From an optimization exercise on the open Yosys and OpenROAD flow, aimed at small area and a short achievable clock period; shortcuts taken in it are not production practice.
The RTL was checked by simulation tests, not by an equivalence proof against the original design.

<file path="design/flow/run.sh">
#!/bin/bash
# synth_recipe.tcl (not shown) runs the flow's synth.tcl, then flattens the netlist and writes it again
# the make line also repeats each setting of config.mk as NAME=value (left out here)
make -C /OpenROAD-flow-scripts/flow DESIGN_CONFIG=/design/flow/config.mk WORK_HOME=/design/flow/orfs CLKGATE_MAP_FILE= SYNTH_SCRIPT=/design/flow/synth_recipe.tcl finish
</file>
<file path="design/flow/config.mk">
export PLATFORM = sky130hd
export DESIGN_NAME = FIR
export DESIGN_NICKNAME = FIR
export VERILOG_FILES = /design/flow/design.v
export SDC_FILE = /design/flow/constraint.sdc
export NUM_CORES = 8
export LEC_CHECK = 0
export CAP_MARGIN = 20
export CORE_MARGIN = 2
export CORE_UTILIZATION = 40
export SLEW_MARGIN = 20
</file>
<file path="design/flow/constraint.sdc">
create_clock -name core_clock -period 24.0 [get_ports {CLK}]
set_input_delay 4.8000 -clock core_clock [delete_from_list [all_inputs] [get_ports {CLK}]]
set_output_delay 4.8000 -clock core_clock [all_outputs]
set_load 0.01 [all_outputs]
</file>
<file path="design/flow/design.v">
module signed_mul #(
	parameter IN_WIDTH  = 16,
	parameter OUT_WIDTH = 2 * IN_WIDTH
)
(
	input  wire [IN_WIDTH-1:0]  in0,
	input  wire [IN_WIDTH-1:0]  in1,
	output wire [OUT_WIDTH-1:0] out
);
wire [IN_WIDTH-1:0]  passed_in0;
wire [IN_WIDTH-1:0]  passed_in1;
wire [OUT_WIDTH-1:0] passed_out;
assign passed_in0 = (in0[IN_WIDTH-1])? (~in0 + 1): in0;
assign passed_in1 = (in1[IN_WIDTH-1])? (~in1 + 1): in1;
assign passed_out = passed_in0 * passed_in1;
assign out = (in0[IN_WIDTH-1] ^ in1[IN_WIDTH-1])? (~passed_out + 1) : passed_out;
endmodule
module FIR #(
	parameter SAMPLE_IN_WIDTH  = 16,
	parameter SAMPLE_OUT_WIDTH = SAMPLE_IN_WIDTH*2,
	parameter TAPS	 		   = 67
)
(
	input  wire 	   				    rst_n,
	input  wire 	   				    CLK,
	input  wire  [SAMPLE_IN_WIDTH-1:0]  sample_in,
	input  wire        				    En_FIR,
	output wire  [SAMPLE_OUT_WIDTH-1:0] sample_out 
);
integer i;
wire [SAMPLE_IN_WIDTH-1:0]  FIR_Coef   [TAPS-1:0];
wire [SAMPLE_OUT_WIDTH-1:0] mul_res    [TAPS-1:0];
reg  [SAMPLE_OUT_WIDTH-1:0] add_res    [TAPS-2:0];
reg  [SAMPLE_IN_WIDTH-1:0]  delay_regs [TAPS-1:0];
genvar x;
generate
for (x = 0; x < TAPS; x = x + 1) begin
	signed_mul mul_insts (
		.in0(FIR_Coef[x]),
		.in1(delay_regs[x]),
		.out(mul_res[x])
	);
end
endgenerate
assign FIR_Coef[0]  = 16'hFFF8; 
assign FIR_Coef[1]  = 16'hFFE7; 
assign FIR_Coef[2]  = 16'hFFE8; 
assign FIR_Coef[3]  = 16'h0000; 
assign FIR_Coef[4]  = 16'h0021; 
assign FIR_Coef[5]  = 16'h002F; 
assign FIR_Coef[6]  = 16'h0012; 
assign FIR_Coef[7]  = 16'hFFD6; 
assign FIR_Coef[8]  = 16'hFFA9; 
assign FIR_Coef[9]  = 16'hFFC3; 
assign FIR_Coef[10] = 16'h0026; 
assign FIR_Coef[11] = 16'h008C; 
assign FIR_Coef[12] = 16'h008C; 
assign FIR_Coef[13] = 16'h0000; 
assign FIR_Coef[14] = 16'hFF40; 
assign FIR_Coef[15] = 16'hFEFA; 
assign FIR_Coef[16] = 16'hFF9E; 
assign FIR_Coef[17] = 16'h00D8; 
assign FIR_Coef[18] = 16'h01A6; 
assign FIR_Coef[19] = 16'h011C; 
assign FIR_Coef[20] = 16'hFF55; 
assign FIR_Coef[21] = 16'hFDA3; 
assign FIR_Coef[22] = 16'hFDB0; 
assign FIR_Coef[23] = 16'h0000; 
assign FIR_Coef[24] = 16'h0316; 
assign FIR_Coef[25] = 16'h043C; 
assign FIR_Coef[26] = 16'h01A0; 
assign FIR_Coef[27] = 16'hFC4B; 
assign FIR_Coef[28] = 16'hF841; 
assign FIR_Coef[29] = 16'hFA33; 
assign FIR_Coef[30] = 16'h0420; 
assign FIR_Coef[31] = 16'h133E; 
assign FIR_Coef[32] = 16'h20F2; 
assign FIR_Coef[33] = 16'h2676; 
assign FIR_Coef[34] = 16'h20F2; 
assign FIR_Coef[35] = 16'h133E; 
assign FIR_Coef[36] = 16'h0420; 
assign FIR_Coef[37] = 16'hFA33; 
assign FIR_Coef[38] = 16'hF841; 
assign FIR_Coef[39] = 16'hFC4B; 
assign FIR_Coef[40] = 16'h01A0; 
assign FIR_Coef[41] = 16'h043C; 
assign FIR_Coef[42] = 16'h0316; 
assign FIR_Coef[43] = 16'h0000; 
assign FIR_Coef[44] = 16'hFDB0; 
assign FIR_Coef[45] = 16'hFDA3; 
assign FIR_Coef[46] = 16'hFF55; 
assign FIR_Coef[47] = 16'h011C; 
assign FIR_Coef[48] = 16'h01A6; 
assign FIR_Coef[49] = 16'h00D8; 
assign FIR_Coef[50] = 16'hFF9E; 
assign FIR_Coef[51] = 16'hFEFA; 
assign FIR_Coef[52] = 16'hFF40; 
assign FIR_Coef[53] = 16'h0000; 
assign FIR_Coef[54] = 16'h008C; 
assign FIR_Coef[55] = 16'h008C; 
assign FIR_Coef[56] = 16'h0026; 
assign FIR_Coef[57] = 16'hFFC3; 
assign FIR_Coef[58] = 16'hFFA9; 
assign FIR_Coef[59] = 16'hFFD6; 
assign FIR_Coef[60] = 16'h0012; 
assign FIR_Coef[61] = 16'h002F; 
assign FIR_Coef[62] = 16'h0021; 
assign FIR_Coef[63] = 16'h0000; 
assign FIR_Coef[64] = 16'hFFE8; 
assign FIR_Coef[65] = 16'hFFE7; 
assign FIR_Coef[66] = 16'hFFF8; 
always @(posedge CLK,negedge rst_n) begin
	if (!rst_n) begin
		for (i = 0; i < TAPS;i = i + 1) begin
			delay_regs[i] <= 'b0;
		end
	end
	else if (En_FIR) begin
		delay_regs[0] <= sample_in;
		for (i = 1; i < TAPS;i = i + 1) begin
			delay_regs[i] <= delay_regs[i-1];
		end
	end
end
always @(*) begin
	add_res[0] = mul_res[0] + mul_res[1];
	for (i = 1;i < TAPS - 1; i = i + 1) begin
		add_res[i] = add_res[i-1] + mul_res[i+1];
	end 
end
assign sample_out = (En_FIR)? add_res[TAPS-2] : 'b0;
endmodule
</file>
==> run summary <==
[cell families after synthesis]
| group | after synthesis | synth area share [%] |
|---|---|---|
| AOI/OAI and AO/OA | 4393 | 11.4 |
| xor gates and xnor gates | 3126 | 11.0 |
| adders and majority gates | 6769 | 43.6 |
| buffers and inverters | 6169 | 9.19 |
| DFF | 1072 | 10.6 |
| muxes | 982 | 4.37 |
| and+or+nand+nor | 4939 | 9.87 |
[cells in the mapped netlist (34+ instances only)]
library cell,n
ha_1,3408
nand2b_1,305
or2_2,125
o211ai_1,67
o41ai_1,185
a211oi_1,114
a41o_1,42
dfrtp_1,1072
nor2_1,1134
buf_1,34
nand3_1,245
nand4_1,56
clkbuf_1,557
xor2_1,896
nor3_1,430
mux2_2,951
o21bai_1,131
o21ai_0,1105
fa_1,3361
a21boi_0,68
a31oi_1,211
inv_1,5568
a21o_1,324
nand3b_1,61
nor2b_1,208
nor4_1,149
a2111oi_0,35
and3_1,104
nand2_1,1304
a21oi_1,991
and2_1,111
or3_1,312
o31a_1,60
o31ai_1,400
or4_1,130
a211o_1,46
xnor2_1,2213
a31o_2,78
o21a_1,217
nor3b_1,71
[through the flow]
| stage | util [%] | setup WS [ps] | hold WS, ps |
|---|---|---|---|
| 6_report | 42.6 | 902 | 457 |
| 5_1_grt | 42.6 | 37.2 | 503 |
| 4_1_cts | 42.6 | 600 | 462 |
| 3_5_place_dp | 41.8 | 1710 | 466 |
| 3_3_place_gp | 41.8 | 1760 | 460 |
| 2_1_floorplan | - | 4070 | 449 |
[final cells by class]
cell class / instances / area, um^2 / area share [%]
Timing Repair Buffer: 238 / 1980 / 0.741
Multi-Input combinational cell: 20200 / 202000 / 75.6
Clock buffer: 189 / 4190 / 1.56
Sequential cell: 1072 / 26800 / 10.0
Antenna cell: 19 / 47.5 / 0.0178
Clock inverter: 77 / 807 / 0.302
Tap cell: 8350 / 10400 / 3.91
Inverter: 5576 / 20900 / 7.82
[per-layer routing]
metal / global-route usage, % / wire (um) / up-vias / part of all wire, %
met4: 11.8 / 47200 / 16 / 5.8
met5: 0 / 102 / - / 0.012
met3: 3.94 / 52300 / 1159 / 6.4
met1: 33.9 / 349000 / 95600 / 43
met2: 41.0 / 368000 / 5219 / 45
li1: - / - / 89700 / -
[worst paths after layout]
| check | from | to | slack, ps | cells past startpoint |
|---|---|---|---|---|
| min in group asynchronous | rst_n | delay_regs[21][14] | 3840 | 1 |
| hold / removal | delay_regs[53][1] | delay_regs[54][1] | 460 | 2 |
| setup / recovery | delay_regs[29][0] | sample_out[31] | 900 | 55 |
| max in group asynchronous | rst_n | delay_regs[53][0] | 16620 | 5 |
| setup reg to reg | delay_regs[57][15] | delay_regs[57][15] | 21710 | 2 |
| hold reg to reg | delay_regs[53][1] | delay_regs[54][1] | 460 | 2 |
[worst max-delay path, delay by kind of cell (launching register included)]
family          cells  cell delay, ps
xor+xnor            3            1030
simple gates        9            2190
buf+inv            14            1710
compound gates     12            3880
fa+ha+maj          17            8000
flops               1             480
==> load_flow_metrics.sql <==
INSERT INTO impl_metrics (metric_group, metric, value, unit) VALUES
('sta', 'drv_slew', '0', ''),
('cts', 'tritoncts', 'done', ''),
('synthesis', 'synth.yosys.seq_area_share', '10.6', '%'),
('global_routing', 'track_usage', '25.5', '%'),
('min_path', 'worst_hold_path_type', 'reg2reg', ''),
('final_layout', 'n_fill_cell', '61700', ''),
('synthesis', 'syn_nets', '34200', ''),
('cts', 'cts.htree.levels', '4', ''),
('global_routing', 'antenna_found_initial', '20', ''),
('cts', 'cts_hold_buffers', '0', ''),
('sta', 'rsz0062_at_grt', 'no', ''),
('floorplanning', 'site_rows', '291', ''),
('route', 'number_of_remaining_drc_errors', '0', ''),
('synthesis', 'yosysWarningCount', '5', ''),
('synthesis', 'count_of_different_cell_masters_after_synthesis', '95', ''),
('floorplanning', 'design.portCount', '51', ''),
('place', 'final_gp_congestion', '1.04', ''),
('synthesis', 'synth_cells', '27500', ''),
('setup_path', 'critPathCaptureType', 'output port', ''),
('route', 'first_iter_violations', '13800', ''),
('sta', 'finalSetupViolations', '0', ''),
('place', 'placedCellCount', '35400', ''),
('sta', 'finClkSkew', '77.5', 'ps'),
('final_layout', 'most_frequent_cells_in_the_layout', 'inv_1, ha_1, fa_1, xnor2_1, nand2_1', ''),
('route', 'final_antenna_net_count', '0', ''),
('setup_path', 'crit_path_frequent_cell', 'fa_1', ''),
('cts', 'cts.reportedPaths.clkPinSlew', '80', 'ps'),
('cts', 'clk-insertion-delay-late', '970', 'ps'),
('cts', 'cts_resized', '0', ''),
('sta', 'finalSetupTns', '0', 'ps'),
('synthesis', 'synthDominantCellAreaShare', '26.7', '%'),
('outcome', 'status', 'complete, no violations', ''),
('final_layout', 'largest_reg_flops', '1072', ''),
('final_layout', 'final_design_area_no_fill', '267000', 'um^2'),
('floorplanning', 'core_region_area', '628000', 'um^2'),
('final_layout', 'share_of_cells_above_drive_strength_1', '6.25', '%'),
('place', 'place_area', '262000', 'um^2'),
('synthesis', 'syn_area', '252000', 'um^2'),
('synthesis', 'synth_largest_area_cell', 'fa_1', ''),
('floorplanning', 'die_area', '636000', 'um^2'),
('final_layout', 'finish.cell_count_without_fillers', '35700', ''),
('global_routing', 'grt_first_pass_wirelength', '1230000', 'um'),
('synthesis', 'yosys_register_bits', '1072', ''),
('global_routing', 'global_route.overflow_total', '0', ''),
('sta', 'min_period_over_period', '96.2', '%'),
('cts', 'numCtsBuffers', '151', ''),
('place', 'place_hpwl', '716000', 'um'),
('sta', 'max_slew.worst_pin.slew', '1180', 'ps'),
('route', 'drt_pre_antenna_iters', '7', ''),
('final_layout', 'registers.top_by_ff_count', 'delay_regs', ''),
('final_layout', 'layout_top_registers', 'delay_regs x1072', ''),
('synthesis', 'yosys_most_used_dff', 'dfrtp_1', ''),
('setup_path', 'cp_slowest_stage_delay', '720', 'ps'),
('synthesis', 'ys_async_sr_fraction', '100', '%'),
('route', 'wire_per_inst', '22.9', 'um'),
('sta', 'finalWorstPathRequiredPeriod', '23100', 'ps'),
('setup_path', 'crit_fanout', '8', ''),
('setup_path', 'worst_ep_required_time', '19200', 'ps'),
('global_routing', 'number_of_global_route_vias_before_repair', '193000', ''),
('sta', 'fmax', '0.0433', 'GHz'),
('setup_path', 'timing.critical_path.from_type', 'flip-flop', ''),
('floorplanning', 'initial_core_util', '40.2', '%'),
('cts', 'post-cts-setup-buffers', '0', ''),
('synthesis', 'synth.area.top_cells', 'fa_1, ha_1, dfrtp_1', ''),
('place', 'portBuffers', '50', ''),
('cts', 'cts-root-buf', 'clkbuf_16', ''),
('setup_path', 'critical_path.slowest_cell', 'o41ai_1', ''),
('route', 'vias', '192000', '');

==> port drivers added, routing unchanged <==
In the flow no input, the clock included, has a driving cell. The finished layout below was timed again as built, in two steps. Step 1 (the two cells are an assumption about what drives the block):
set clk [get_ports {CLK}]
set_driving_cell -lib_cell sky130_fd_sc_hd__clkbuf_16 $clk
set_driving_cell -lib_cell sky130_fd_sc_hd__buf_2 [delete_from_list [all_inputs] $clk]
Step 2 moves the port delays by t, midway between the first and last clock arrival at a register: inputs arrive t later, outputs are due t later. That takes back most of the time a late clock gives input paths. a / b / c = no drivers / after step 1 / after step 2; a / b = the first two.
t (ns): 1.067
slack for setup (ns): 0.902 / 0.767 / 1.834
slew at the worst register clock pin (ns): 0.08 / 0.08
After both steps this run still meets setup and hold. The setup slack of this run moves by -0.135 ns with the drivers and by +0.932 ns with both steps.
